Source: an optimization exercise on an open RTL-to-GDS flow (aim: small area, a short achievable clock period and few clock cycles per item). Production flows keep margins and buffers that such runs may drop.
Function was not checked in any run shown here: the RTL went through the layout flow alone.
No activity file was given, so power comes from the tool's default toggle rates.

==> flow/design.v, too long to show whole: its modules and the start of the top module <==
// module multiplyer: 1778 lines
module multiplyer(
    clk,
    rst_n,
    A,
    B,
    result,
    start_sig,
    done_sig
);
  // ...
==> flow/flow/run.sh <==
#!/bin/bash
set -uo pipefail
export BUFFER_PORTS_ARGS="-buffer_cell sky130_fd_sc_hd__buf_2"
bash standard.sh synth > synth.log 2>&1 || exit 1
R=$(sed -n 's/.*WORK_HOME=\([^ ]*\).*/\1/p' standard.sh | head -1)/results/$FLOW_PLATFORM/multiplyer/base
LIB=$FLOW_HOME/platforms/$FLOW_PLATFORM/lib/sky130_fd_sc_hd__tt_025C_1v80.lib
cp $R/1_2_yosys.v yosys_orig.v
python3 flow/polopt2.py $LIB yosys_orig.v yosys_pol.v > polopt.log 2>&1
python3 flow/cutff.py yosys_orig.v orig_comb.v
python3 flow/cutff.py yosys_pol.v pol_comb.v
cat > equiv.ys <<EOS
read_liberty -ignore_miss_func $LIB
read_verilog orig_comb.v
rename $FLOW_TOP gold
read_verilog pol_comb.v
rename $FLOW_TOP gate
flatten
miter -equiv -flatten gold gate miter
hierarchy -top miter
techmap
opt -fast
aigmap
write_aiger -zinit miter.aig
EOS
ABC=$(dirname $(command -v yosys))/yosys-abc
if [ -s yosys_pol.v ] && yosys -s equiv.ys > equiv.log 2>&1 && \
   $ABC -c "read miter.aig; print_stats; iprove" > cec.log 2>&1 && \
   grep -q "^UNSATISFIABLE" cec.log; then
  cp yosys_pol.v $R/1_2_yosys.v
  rm -f $R/1_synth.odb
  echo "polarity rewrite used" >> polopt.log
else
  echo "equivalence not proven; keeping synthesized netlist" >> polopt.log
fi
bash standard.sh > standard.log 2>&1
==> flow/flow/cutff.py <==
#!/usr/bin/env python3
"""Make a combinational copy of a mapped netlist for equivalence checking:
every flip-flop instance is removed, its Q net becomes input port
q_<n> and each of its inputs (D, RESET_B, ...) output port d_<n>_<pin>,
where <n> is the instance's position among the flip-flops sorted by name.

usage: cutff.py in.v out.v"""
import re, sys
src = open(sys.argv[1]).read()
cell_re = re.compile(r"^(\s*)(sky130_fd_sc_hd__\w+)\s+(\S+)\s*\((.*?)\);\n", re.S | re.M)
pin_re = re.compile(r"\.(\w+)\(([^()]*)\)")
ffs = []
for m in cell_re.finditer(src):
    if re.search(r"__(df|sdf|edf|dl)", m.group(2)):
        ffs.append((m.group(3), m.span(), [(p, n.strip()) for p, n in pin_re.findall(m.group(4))]))
ffs.sort()
ports, assigns, decls = [], [], []
spans = set()
for i, (name, span, pins) in enumerate(ffs):
    spans.add(span)
    for p, n in pins:
        if p in ("Q",):
            ports.append(f"q_{i}_{p}")
            decls.append(f"  input q_{i}_{p};\n")
            assigns.append(f"  assign {n} = q_{i}_{p};\n")
        elif p in ("Q_N",):
            ports.append(f"q_{i}_{p}")
            decls.append(f"  input q_{i}_{p};\n")
            assigns.append(f"  assign {n} = q_{i}_{p};\n")
        elif p not in ("CLK", "CLK_N", "GATE"):
            ports.append(f"d_{i}_{p}")
            decls.append(f"  output d_{i}_{p};\n")
            assigns.append(f"  assign d_{i}_{p} = {n} ;\n")
out = []
pos = 0
for m in cell_re.finditer(src):
    if m.span() in spans:
        out.append(src[pos:m.start()])
        pos = m.end()
out.append(src[pos:])
text = "".join(out)
i = text.index(");", text.index("module"))
text = text[:i] + "".join(", " + p for p in ports) + text[i:]
j = text.index(";", i) + 1
text = text[:j] + "\n" + "".join(decls) + text[j:]
k = text.rfind("endmodule")
text = text[:k] + "".join(assigns) + text[k:]
open(sys.argv[2], "w").write(text)
==> flow/flow/polopt2.py <==
#!/usr/bin/env python3
"""Inverter minimisation on a mapped sky130 netlist by output polarity.

Every full adder is self-dual (FA(~a,~b,~c) = (~sum,~cout)), and many
single-output gates have a complementary cell with the same inputs
(and2/nand2, a21o/a21oi, xor2/xnor2, ...).  This pass chooses for each full
adder and each such gate whether it produces its signal true or
complemented, so that the inverters between cells plus the gates' area are
as small as possible, and rewires the netlist with at most one inverter per
signal.  Flip-flops, half adders, ports and other cells keep their
function; the result is logically equivalent (checked by the flow with Yosys).

usage: polopt2.py liberty in.v out.v
"""
import re
import sys
import random
import itertools
from collections import defaultdict

libf, inf, outf = sys.argv[1:4]
OUTPINS = {"X", "Y", "SUM", "COUT", "Q", "Q_N", "HI", "LO"}
INV_AREA = 3.7536

# ---- liberty: area, single-output function truth tables, complements ----
lib = open(libf).read()
libcells = {}
for m in re.finditer(r'cell \("(sky130_fd_sc_hd__\w+)"\) \{', lib):
    name = m.group(1)
    start = m.end()
    nxt = lib.find('\n    cell (', start)
    blk = lib[start:nxt if nxt > 0 else len(lib)]
    am = re.search(r'area : ([\d.]+)', blk)
    if not am or 'ff (' in blk or 'latch (' in blk or 'statetable' in blk:
        continue
    funcs = re.findall(r'pin \("(\w+)"\) \{(?:(?!pin \().)*?direction : "output";(?:(?!pin \().)*?function : "([^"]*)"', blk, re.S)
    ins = re.findall(r'pin \("(\w+)"\) \{\s*(?:[^{}]*?)direction : "input"', blk)
    libcells[name] = (float(am.group(1)), funcs, tuple(sorted(ins)))


def truth(func, ins):
    expr = func.replace('!', '~')
    tt = 0
    for i, vals in enumerate(itertools.product((0, 1), repeat=len(ins))):
        env = dict(zip(ins, vals))
        if eval(expr, {}, env) & 1:
            tt |= 1 << i
    return tt


bad = re.compile(r'lpflow|probe|clk|dly|buf_|bufinv|bufbuf|einv|ebuf|conb|diode|tap|fill|decap|mux2i|lsbuf')
sig = {}
for name, (area, funcs, ins) in libcells.items():
    if len(funcs) != 1 or bad.search(name) or not ins:
        continue
    sig[name] = (ins, truth(funcs[0][1], ins), funcs[0][0], area)
bykey = defaultdict(list)
for name, (ins, tt, op, area) in sig.items():
    bykey[(ins, tt)].append((area, name))
comp = {}
for name, (ins, tt, op, area) in sig.items():
    full = (1 << (1 << len(ins))) - 1
    c = bykey.get((ins, tt ^ full))
    if c:
        comp[name] = min(c)[1]

# ---- netlist ----
src = open(inf).read()
cell_re = re.compile(r"^(\s*)(sky130_fd_sc_hd__\w+)\s+(\S+)\s*\((.*?)\);\n", re.S | re.M)
pin_re = re.compile(r"\.(\w+)\(([^()]*)\)")
cells = []
for m in cell_re.finditer(src):
    pins = [(p, n.strip()) for p, n in pin_re.findall(m.group(4))]
    cells.append(dict(type=m.group(2), name=m.group(3), pins=pins, span=m.span(), ind=m.group(1)))

outports = set()
for m in re.finditer(r"^\s*output\s+(\[(\d+):(\d+)\]\s*)?(\S+?)\s*;", src, re.M):
    if m.group(1):
        hi, lo = int(m.group(2)), int(m.group(3))
        for i in range(min(hi, lo), max(hi, lo) + 1):
            outports.add(f"{m.group(4)}[{i}]")
    else:
        outports.add(m.group(4))

driver = {}
for ci, c in enumerate(cells):
    for p, n in c["pins"]:
        if p in OUTPINS:
            driver[n] = (ci, p)

is_inv = lambda t: re.match(r"sky130_fd_sc_hd__inv_\d+$", t) is not None
is_fa = lambda t: re.match(r"sky130_fd_sc_hd__fa_\d+$", t) is not None

removable = set()
for ci, c in enumerate(cells):
    if is_inv(c["type"]) and dict(c["pins"])["Y"] not in outports:
        removable.add(ci)

# gates that may swap to their complement: not driving a port directly
swappable = set()
for ci, c in enumerate(cells):
    if ci in removable or c["type"] not in comp:
        continue
    outs = [n for p, n in c["pins"] if p in OUTPINS]
    if len(outs) == 1 and outs[0] not in outports:
        swappable.add(ci)
fas = set(ci for ci, c in enumerate(cells) if is_fa(c["type"]))


def base(n):
    pol = 0
    for _ in range(1000):
        if n in driver and driver[n][0] in removable:
            n = dict(cells[driver[n][0]]["pins"])["A"]
            pol ^= 1
        else:
            return n, pol
    raise Exception("inverter loop")


cons = defaultdict(list)   # base -> [(ci, pi, pol)]
reads = defaultdict(set)   # ci -> bases it reads
for ci, c in enumerate(cells):
    if ci in removable:
        continue
    for pi, (p, n) in enumerate(c["pins"]):
        if p in OUTPINS or n.startswith("1'") or n == "":
            continue
        b, pol = base(n)
        cons[b].append((ci, pi, pol))
        reads[ci].add(b)
outs_of = {ci: [n for p, n in cells[ci]["pins"] if p in OUTPINS] for ci in range(len(cells))}

flip = defaultdict(int)


def phys(b):
    d = driver.get(b)
    if d and (d[0] in fas or d[0] in swappable):
        return flip[d[0]]
    return 0


def inv_needed(b):
    ph = phys(b)
    for ci, pi, pol in cons.get(b, ()):
        if (pol ^ (flip[ci] if ci in fas else 0)) != ph:
            return 1
    return 0


def gate_area(ci):
    t = cells[ci]["type"]
    return sig[comp[t]][3] if flip[ci] else sig[t][3]


def local(ci):
    bs = set(outs_of[ci])
    if ci in fas:
        bs |= reads[ci]
    a = sum(inv_needed(b) for b in bs) * INV_AREA
    if ci in swappable:
        a += gate_area(ci)
    return a


allbases = list(cons.keys())
before_inv = sum(inv_needed(b) for b in allbases)
vars_ = sorted(fas | swappable)
import math
rng = random.Random(1)
cur = sum(inv_needed(b) for b in allbases) * INV_AREA + sum(gate_area(c) for c in swappable)
best = cur
bestflip = dict(flip)
T0, T1, steps = 4.0, 0.05, 200000
for st in range(steps):
    T = T0 * (T1 / T0) ** (st / steps)
    ci = vars_[rng.randrange(len(vars_))]
    a0 = local(ci)
    flip[ci] ^= 1
    a1 = local(ci)
    d = a1 - a0
    if d <= 0 or rng.random() < math.exp(-d / T):
        cur += d
        if cur < best - 1e-9:
            best = cur
            bestflip = dict(flip)
    else:
        flip[ci] ^= 1
flip = defaultdict(int, bestflip)
after_inv = sum(inv_needed(b) for b in allbases)
sys.stderr.write(f"removable inverters {len(removable)} -> signals needing an inverter "
                 f"{before_inv} -> {after_inv}; adders flipped {sum(flip[c] for c in fas)}, "
                 f"gates swapped {sum(flip[c] for c in swappable)} of {len(swappable)}\n")

# ---- rewrite ----
newpins = {ci: list(c["pins"]) for ci, c in enumerate(cells)}
newtype = {ci: c["type"] for ci, c in enumerate(cells)}
for ci in swappable:
    if flip[ci]:
        t = cells[ci]["type"]
        nt = comp[t]
        op_old = sig[t][2]
        op_new = sig[nt][2]
        newtype[ci] = nt
        newpins[ci] = [(op_new if p == op_old else p, n) for p, n in newpins[ci]]
newcells = []
newwires = []
k = 0
for b, lst in cons.items():
    ph = phys(b)
    invnet = None
    for ci, pi, pol in lst:
        req = pol ^ (flip[ci] if ci in fas else 0)
        p, _ = newpins[ci][pi]
        if req == ph:
            newpins[ci][pi] = (p, b)
        else:
            if invnet is None:
                k += 1
                invnet = f"_polinv{k}_"
                newwires.append(invnet)
                newcells.append(f"  sky130_fd_sc_hd__inv_1 _polinvc{k}_ (\n    .A({b} ),\n    .Y({invnet} )\n  );\n")
            newpins[ci][pi] = (p, invnet)

out = []
pos = 0
for ci, c in enumerate(cells):
    s, e = c["span"]
    out.append(src[pos:s])
    pos = e
    if ci in removable:
        continue
    body = ",\n".join(f"    .{p}({n} )" for p, n in newpins[ci])
    out.append(f"{c['ind']}{newtype[ci]} {c['name']} (\n{body}\n  );\n")
tail = src[pos:]
i = tail.rfind("endmodule")
out.append(tail[:i] + "".join(newcells) + tail[i:])
text = "".join(out)
decl = "".join(f"  wire {w};\n" for w in newwires)
j = text.index(");", text.index("module")) + 3
text = text[:j] + decl + text[j:]
open(outf, "w").write(text)
==> flow/standard.sh <==
#!/bin/bash
# synth_recipe.tcl (not shown) runs the flow's synth.tcl, then flattens the netlist and writes it again
# the make line also repeats each setting of config.mk as NAME=value (left out here)
make -C /OpenROAD-flow-scripts/flow DESIGN_CONFIG=/design/flow/config.mk WORK_HOME=/design/flow/orfs CLKGATE_MAP_FILE= SYNTH_SCRIPT=/design/flow/synth_recipe.tcl "${@:-finish}"
==> flow/config.mk <==
export PLATFORM = sky130hd
export DESIGN_NAME = multiplyer
export DESIGN_NICKNAME = multiplyer
export VERILOG_FILES = /design/flow/design.v
export SDC_FILE = /design/flow/constraint.sdc
export NUM_CORES = 4
export LEC_CHECK = 0
export CAP_MARGIN = 20
export CORE_MARGIN = 2
export CORE_UTILIZATION = 40
export SETUP_SLACK_MARGIN = 2.8
export SLEW_MARGIN = 20
==> flow/constraint.sdc <==
create_clock -name core_clock -period 8.0 [get_ports {clk}]
set_input_delay 1.6000 -clock core_clock [delete_from_list [all_inputs] [get_ports {clk}]]
set_output_delay 1.6000 -clock core_clock [all_outputs]
set_load 0.01 [all_outputs]
==> flow_summary.json, run 1 <==
{
  "die_area_mm2": 0.03048,
  "crit_type": "in -> reg",
  "pg_seq_mw": 0.634,
  "path_clk_slew_ns": 0.07,
  "critPathCaptureType": "flop",
  "reg2reg_from": "cnt[0]$_DFF_PN0_",
  "fin_area_mm2": 0.01319,
  "path_common_cell": "fa_1",
  "drv_slew": 0,
  "chipHeight_um": 174.6,
  "rsz0062_at_grt": "yes",
  "p_per_area_mw_per_mm2": 494.0,
  "largest-register": "rX",
  "drive_above_1_share_pct": 15.71,
  "wl_per_cell_um": 20.35,
  "whs_ns": 0.4723,
  "synthesis.yosys.warnings": 1,
  "nWellTaps": 384,
  "drv_cap": 0,
  "io_pins": 103,
  "nets": 1642,
  "met2WireLength_mm": 16.85,
  "largest_registers": "rX (25), rY (24), rS (9)",
  "clock_latency_ns": 0.34,
  "num_rows": 62,
  "numPortBuffers": 101,
  "grt_pass1_vias": 9696,
  "status": "finished clean",
  "p_sw_mw": 3.272,
  "layout_min_cycle_time_ns": 5.129,
  "multi_input_area_mm2": 0.01002,
  "hold_violations": 0,
  "use_met3_pct": 2.850,
  "cp_cell_sequence": "buf_2 -> a22o_4 -> and2_4 -> fa_1 -> fa_1 -> fa_2 -> fa_1 -> fa_1 -> ha_2 -> or4_4 -> a21oi_2 -> a21oi_1",
  "reg2reg_slack_ns": 3.04,
  "cts_root_buffer": "clkbuf_16",
  "cts_tree": "done",
  "fin_util_pct": 45.94,
  "final_common_cell": "fa_1",
  "finalWirelength_mm": 33.08,
  "cp_num_buf_inv": 1
}
==> run 2: changes to the inputs <==
--- a/flow/design.v
+++ b/flow/design.v
@@ -1754,17 +1754,18 @@
     wire    [12:0]zl = {1'b0, zx[11:0]} + {1'b0, zy[11:0]};
     always @(posedge clk) begin
         rX <= zx[36:12];
         rY <= zy[36:12];
         rC <= zl[12];
         rS <= {1'b0, A[30:23]} + {1'b0, B[30:23]};
         rSign <= A[31] ^ B[31];
     end
-    wire    [24:0]P = rX + rY + rC;
+    wire    [25:0]Pc = {rX, rC} + {rY, 1'b1};
+    wire    [24:0]P = Pc[25:1];
     wire    p47 = P[24];
     wire    [9:0]E0 = {1'b0, rS} - 10'd127;
     wire    [9:0]E1 = {1'b0, rS} - 10'd126;
     wire    ov0 = (E0[9:8] == 2'b01);
     wire    un0 = (E0[9:8] == 2'b11);
     wire    ov1 = (E1[9:8] == 2'b01);
     wire    un1 = (E1[9:8] == 2'b11);
     wire    ok0 = ~(ov0 | un0);
==> flow_summary.json, run 2 <==
{
  "finalWirelength_mm": 31.91,
  "grt_usage_pct": 22.04,
  "crit_type": "in -> reg",
  "viasPerCell": 5.283,
  "largest-register": "rX",
  "path_max_fanout": 13,
  "num_rows": 62,
  "critPathCaptureType": "flop",
  "antenna_found_initial": 0,
  "hold_buffers": 0,
  "cp-start-kind": "input port",
  "clock_path_buffers": 2,
  "drive_above_1_share_pct": 13.11,
  "clock_latency_ns": 0.34,
  "numPortBuffers": 101,
  "critical_path_required_ns": 8.23,
  "slew_headroom_pct": 30.85,
  "grt-ovfl-total": 0,
  "drv_slew": 0,
  "worstMarginPinSlew_ns": 1.037,
  "cts_buffers": 9,
  "layout_common_cells": "265 x fa_1, 140 x nand2_1, 101 x buf_2",
  "grt_pass1_wl_mm": 51.73,
  "avgSynthCellArea_um2": 10.06,
  "path_clk_slew_ns": 0.06,
  "synth_area_mm2": 0.01173,
  "clock-sinks": 62,
  "reg2reg_slack_ns": 3.06,
  "grt_pass1_vias": 9394,
  "status": "finished clean",
  "grt_max_degree": 56,
  "arrival_ns": 5.35,
  "placed_cells": 1592,
  "nets": 1629,
  "io_pins": 103,
  "largest_registers": "rX (25), rY (24), rS (9)",
  "die_w_um": 175.2,
  "drv_cap": 0,
  "layoutNonFillerInstCount": 1613,
  "initial_core_util_pct": 40.75,
  "fin_tns_setup_ns": 0,
  "p_leak_nw": 5.993,
  "p_per_area_mw_per_mm2": 475.5,
  "coreArea_mm2": 0.02878,
  "power_mw": 6.120,
  "synthesis.yosys.warnings": 1,
  "skew_ns": 0.007599,
  "largest_reg_flops": 25,
  "cts_tree": "done",
  "post-dp-hpwl_mm": 25.10,
  "dr.pass1.iters": 5,
  "hp-class": "reg -> reg",
  "setup_viol": 0,
  "chipHeight_um": 175.2,
  "ant_nets": 0,
  "period_share_pct": 63.91,
  "clock.fmax_mhz": 195.6,
  "syn_to_final_growth_pct": 9.740,
  "hold_violations": 0,
  "drt_iter0_drc": 516,
  "vdd_ir_drop_max_uv": 230.6,
  "wl_per_cell_um": 19.78,
  "cts_root_buffer": "clkbuf_16",
  "drc_errors": 0,
  "gp_congestion": 0.8633,
  "synth_nets": 1572,
  "layout_min_cycle_time_ns": 5.112,
  "num_vias": 8521,
  "syn_inst": 1166,
  "final_common_cell": "fa_1",
  "cts_htree_levels": 3,
  "die_area_mm2": 0.03071,
  "rsz0062_at_grt": "yes"
}
run 2: where the power goes:
part | total, mW | switching, mW | internal [mW] | leakage, nW
Clock | 0.380 | 0.160 | 0.220 | 0.139
Sequential | 0.636 | 0.110 | 0.526 | 0.530
Combinational | 5.10 | 2.85 | 2.25 | 5.32
Total | 6.12 | 3.12 | 3.00 | 5.99
run 2: path summary, 6_finish.rpt:
| path | to | cells after the start | startpoint |
|---|---|---|---|
| max | rC$_DFF_P_ | 11 | B[3] |
| min | cnt[0]$_DFF_PN0_ | 1 | cnt[0]$_DFF_PN0_ |
| max reg2reg | rY[14]$_DFF_P_ | 10 | cnt[0]$_DFF_PN0_ |
| min reg2reg | cnt[0]$_DFF_PN0_ | 1 | cnt[0]$_DFF_PN0_ |
| max in group asynchronous | cnt[1]$_DFF_PN0_ | 1 | rst_n |
| min in group asynchronous | cnt[0]$_DFF_PN0_ | 1 | rst_n |
run 2: area by class of cell:
class | count | area [µm²]
repair buffers | 112 | 595.6
repair inverters | 1 | 7.507
diodes | 1 | 2.502
inverters | 79 | 300.3
flip-flops and latches | 62 | 1252
multi-input cells | 958 | 9950
fillers | 2781 | 15910
clock inverters | 6 | 43.79
well taps | 384 | 480.5
clock buffers | 10 | 239.0
run 2: critical path: stages:
cell and delay [ns]:
buf_2 0.10, a22o_4 0.32, buf_4 0.20, and2_0 0.19, fa_1 0.56, fa_1 0.45
fa_2 0.41, fa_1 0.51, fa_1 0.49, ha_1 0.30, a31o_2 0.20
run 2: per-stage QoR:
stage	area [µm²]	setup slack, ns	utilization [%]	hold WS [ns]
detailed placement	12500	2.254	43.44	0.4610
global route	12870	2.795	44.71	0.4875
finish	12870	2.888	44.72	0.4677
floorplan	11740	2.802	-	0.4373
global placement	12500	2.334	43.44	0.4569
CTS	12840	2.787	44.60	0.4693
run 2: per-layer routing:
layer  track usage (%)  part of all wire [%]  wire length (µm)
met1             28.50                    42             13420
met2             38.22                    50             16070
met3             2.785                   4.4              1401
met4             7.396                   3.2              1013
met5                 0                     0                 0
run 2: what timing repair did:
item | CTS | global route
setup endpoints to repair | 27 | 45
buffers inserted | 2 | 0
pin swaps | 1 | 2
gates cloned | 2 | 0
resized for setup | 9 | 12
==> run 3: changes to the inputs <==
--- a/flow/config.mk
+++ b/flow/config.mk
@@ -10,2 +10,4 @@
 export CORE_UTILIZATION = 40
+export CTS_BUF_LIST = sky130_fd_sc_hd__clkbuf_4 sky130_fd_sc_hd__clkbuf_8
+export CTS_CLUSTER_SIZE = 30
 export SETUP_SLACK_MARGIN = 2.8
==> flow_summary.json, run 3 <==
{
  "syn_inst": 1166,
  "ant_nets": 0,
  "p_sw_mw": 3.107,
  "drv_cap": 0,
  "finalWirelength_mm": 32.01,
  "clock_path_buffers": 2,
  "fin_area_mm2": 0.01279,
  "cts_htree_levels": 3,
  "power_mw": 6.013,
  "cts_tree": "done",
  "fin_util_pct": 44.44,
  "comb_power_share_pct": 84.9,
  "synth_area_mm2": 0.01173,
  "place_area_mm2": 0.01250,
  "cp-start-kind": "input port",
  "power_frac_clock_pct": 4.5,
  "syn_to_final_growth_pct": 9.057,
  "grt_pass1_wl_mm": 51.73,
  "layout_common_cells": "265 x fa_1, 140 x nand2_1, 101 x buf_2",
  "die_area_mm2": 0.03071,
  "grt_max_degree": 56,
  "setup_viol": 0,
  "grt_pass1_vias": 9382,
  "skew_ns": 0.01765,
  "nets": 1629,
  "synth_nets": 1572,
  "critical_path_required_ns": 8.27,
  "path_clk_slew_ns": 0.09,
  "drive_above_1_share_pct": 13.60,
  "grt_usage_pct": 22.11,
  "synthesis.yosys.warnings": 1,
  "status": "finished clean",
  "clock-sinks": 62,
  "cts_root_buffer": "clkbuf_8",
  "largest_reg_flops": 25,
  "critPathCaptureType": "flop",
  "post-dp-hpwl_mm": 25.10,
  "largest-register": "rX",
  "worstMarginPinSlew_ns": 1.001,
  "fin_tns_setup_ns": 0,
  "coreArea_mm2": 0.02878,
  "drc_errors": 0,
  "p_leak_nw": 5.942,
  "rsz0062_at_grt": "yes",
  "reg2reg_slack_ns": 3.09,
  "viasPerCell": 5.282,
  "internal-power_mw": 2.905,
  "drv_slew": 0,
  "arrival_ns": 5.34,
  "wl_per_cell_um": 19.86,
  "die_w_um": 175.2,
  "cts_buffers": 9,
  "initial_core_util_pct": 40.75,
  "n_antenna_cell": 0,
  "num_rows": 62,
  "clock_latency_ns": 0.37,
  "netSwitchingFraction_pct": 51.68,
  "grt-ovfl-total": 0,
  "antenna_found_initial": 0,
  "numPortBuffers": 101,
  "crit_type": "in -> reg",
  "chipHeight_um": 175.2,
  "num_vias": 8514,
  "clock.fmax_mhz": 197.2,
  "dr.pass1.iters": 5,
  "slew_headroom_pct": 33.27,
  "layout_min_cycle_time_ns": 5.070,
  "largest_registers": "rX (25), rY (24), rS (9)",
  "vdd_ir_drop_max_uv": 222.9,
  "path_max_fanout": 13,
  "io_pins": 103,
  "hp-class": "reg -> reg",
  "final_common_cell": "fa_1",
  "hold_violations": 0,
  "p_per_area_mw_per_mm2": 470.1,
  "drt_iter0_drc": 543,
  "num-fill-cells": 2800,
  "avgSynthCellArea_um2": 10.06,
  "gp_congestion": 0.8633,
  "period_share_pct": 63.37,
  "p_seq_share_pct": 10.6
}
-- run 3: what timing repair did --
action / in CTS / in global routing
setup endpoints to repair: 27 / 46
gates resized for setup: 9 / 19
pin swaps: 1 / 2
buffers inserted: 2 / 0
hold buffers: 0 / 0
cloned: 2 / 0
-- run 3: metrics by stage --
step,hold WS [ns],cells,setup WS [ns]
after floorplan,0.4373,1166,2.802
after global placement,0.4569,1592,2.334
after detailed placement,0.4610,1592,2.254
after CTS,0.4727,1612,2.818
after global routing,0.4909,1612,2.795
final,0.4716,1612,2.930
-- run 3: power groups by stage --
stage	logic, mW	registers, mW	clock network [mW]
after floorplan	3.52	0.581	0
after global placement	4.97	0.643	0
after detailed placement	5.08	0.641	0
after CTS	5.12	0.634	0.277
after global routing	5.78	0.651	0.289
final	5.10	0.638	0.271
-- run 3: final timing paths --
| kind | cells after the start | endpoint | start |
|---|---|---|---|
| min reg2reg | 1 | cnt[0]$_DFF_PN0_ | cnt[0]$_DFF_PN0_ |
| min in group asynchronous | 1 | cnt[0]$_DFF_PN0_ | rst_n |
| max in group asynchronous | 1 | cnt[1]$_DFF_PN0_ | rst_n |
| max reg2reg | 10 | rY[14]$_DFF_P_ | cnt[0]$_DFF_PN0_ |
| min | 1 | cnt[0]$_DFF_PN0_ | cnt[0]$_DFF_PN0_ |
| max | 11 | rC$_DFF_P_ | B[3] |
-- run 3: area by class of cell --
class	instances	area, µm²	share of cell area [%]
Multi-Input combinational cell	958	9973	77.97
Sequential cell	62	1252	9.792
Timing Repair Buffer	112	595.6	4.656
Tap cell	384	480.5	3.756
Inverter	79	300.3	2.348
Clock buffer	10	137.6	1.076
Clock inverter	6	43.79	0.3424
Timing Repair inverter	1	7.507	0.05869
-- run 3: critical path, stage by stage --
cell and delay [ns]:
buf_2 0.10, a22o_4 0.32, buf_4 0.20, and2_0 0.18
fa_1 0.56, fa_1 0.45, fa_2 0.41, fa_1 0.51
fa_1 0.49, ha_1 0.30, a31o_2 0.20
-- run 3: routing by layer --
layer  track usage, %  up-vias  wire [µm]
li1                 -     3827          -
met1            28.37     4411      13360
met2            38.21      211      16150
met3            3.024       65       1438
met4            7.917        0       1063
met5                0        -          0

[port drivers added, routing unchanged]
The flow's constraints put no driver on any port. The routed layouts listed below were extracted and timed again, unchanged, in two steps. Step 1 sets driving cells, clkbuf_16 on the clock port and buf_2 on the other inputs (assumed; they add their load-dependent delay and slew). Step 2 times the ports against the registers' clock, not the clock port: input delays grow and output delays shrink by t, the midpoint of the rising clock arrivals with the driver on. a / b / c = ideal / step 1 / step 2; a / b = the first two.
run	shift t [ns]	slack for setup (ns)	worst setup path at the end
run 1	0.378	2.871 / 2.882 / 2.510	input to register
run 2	0.376	2.888 / 2.908 / 2.532	input to register
run 3	0.405	2.930 / 2.949 / 2.546	input to register
After both steps every run listed still meets setup and hold. The setup slack of run 3, which loses most, moves by +0.019 ns with the drivers and by -0.384 ns with both steps.
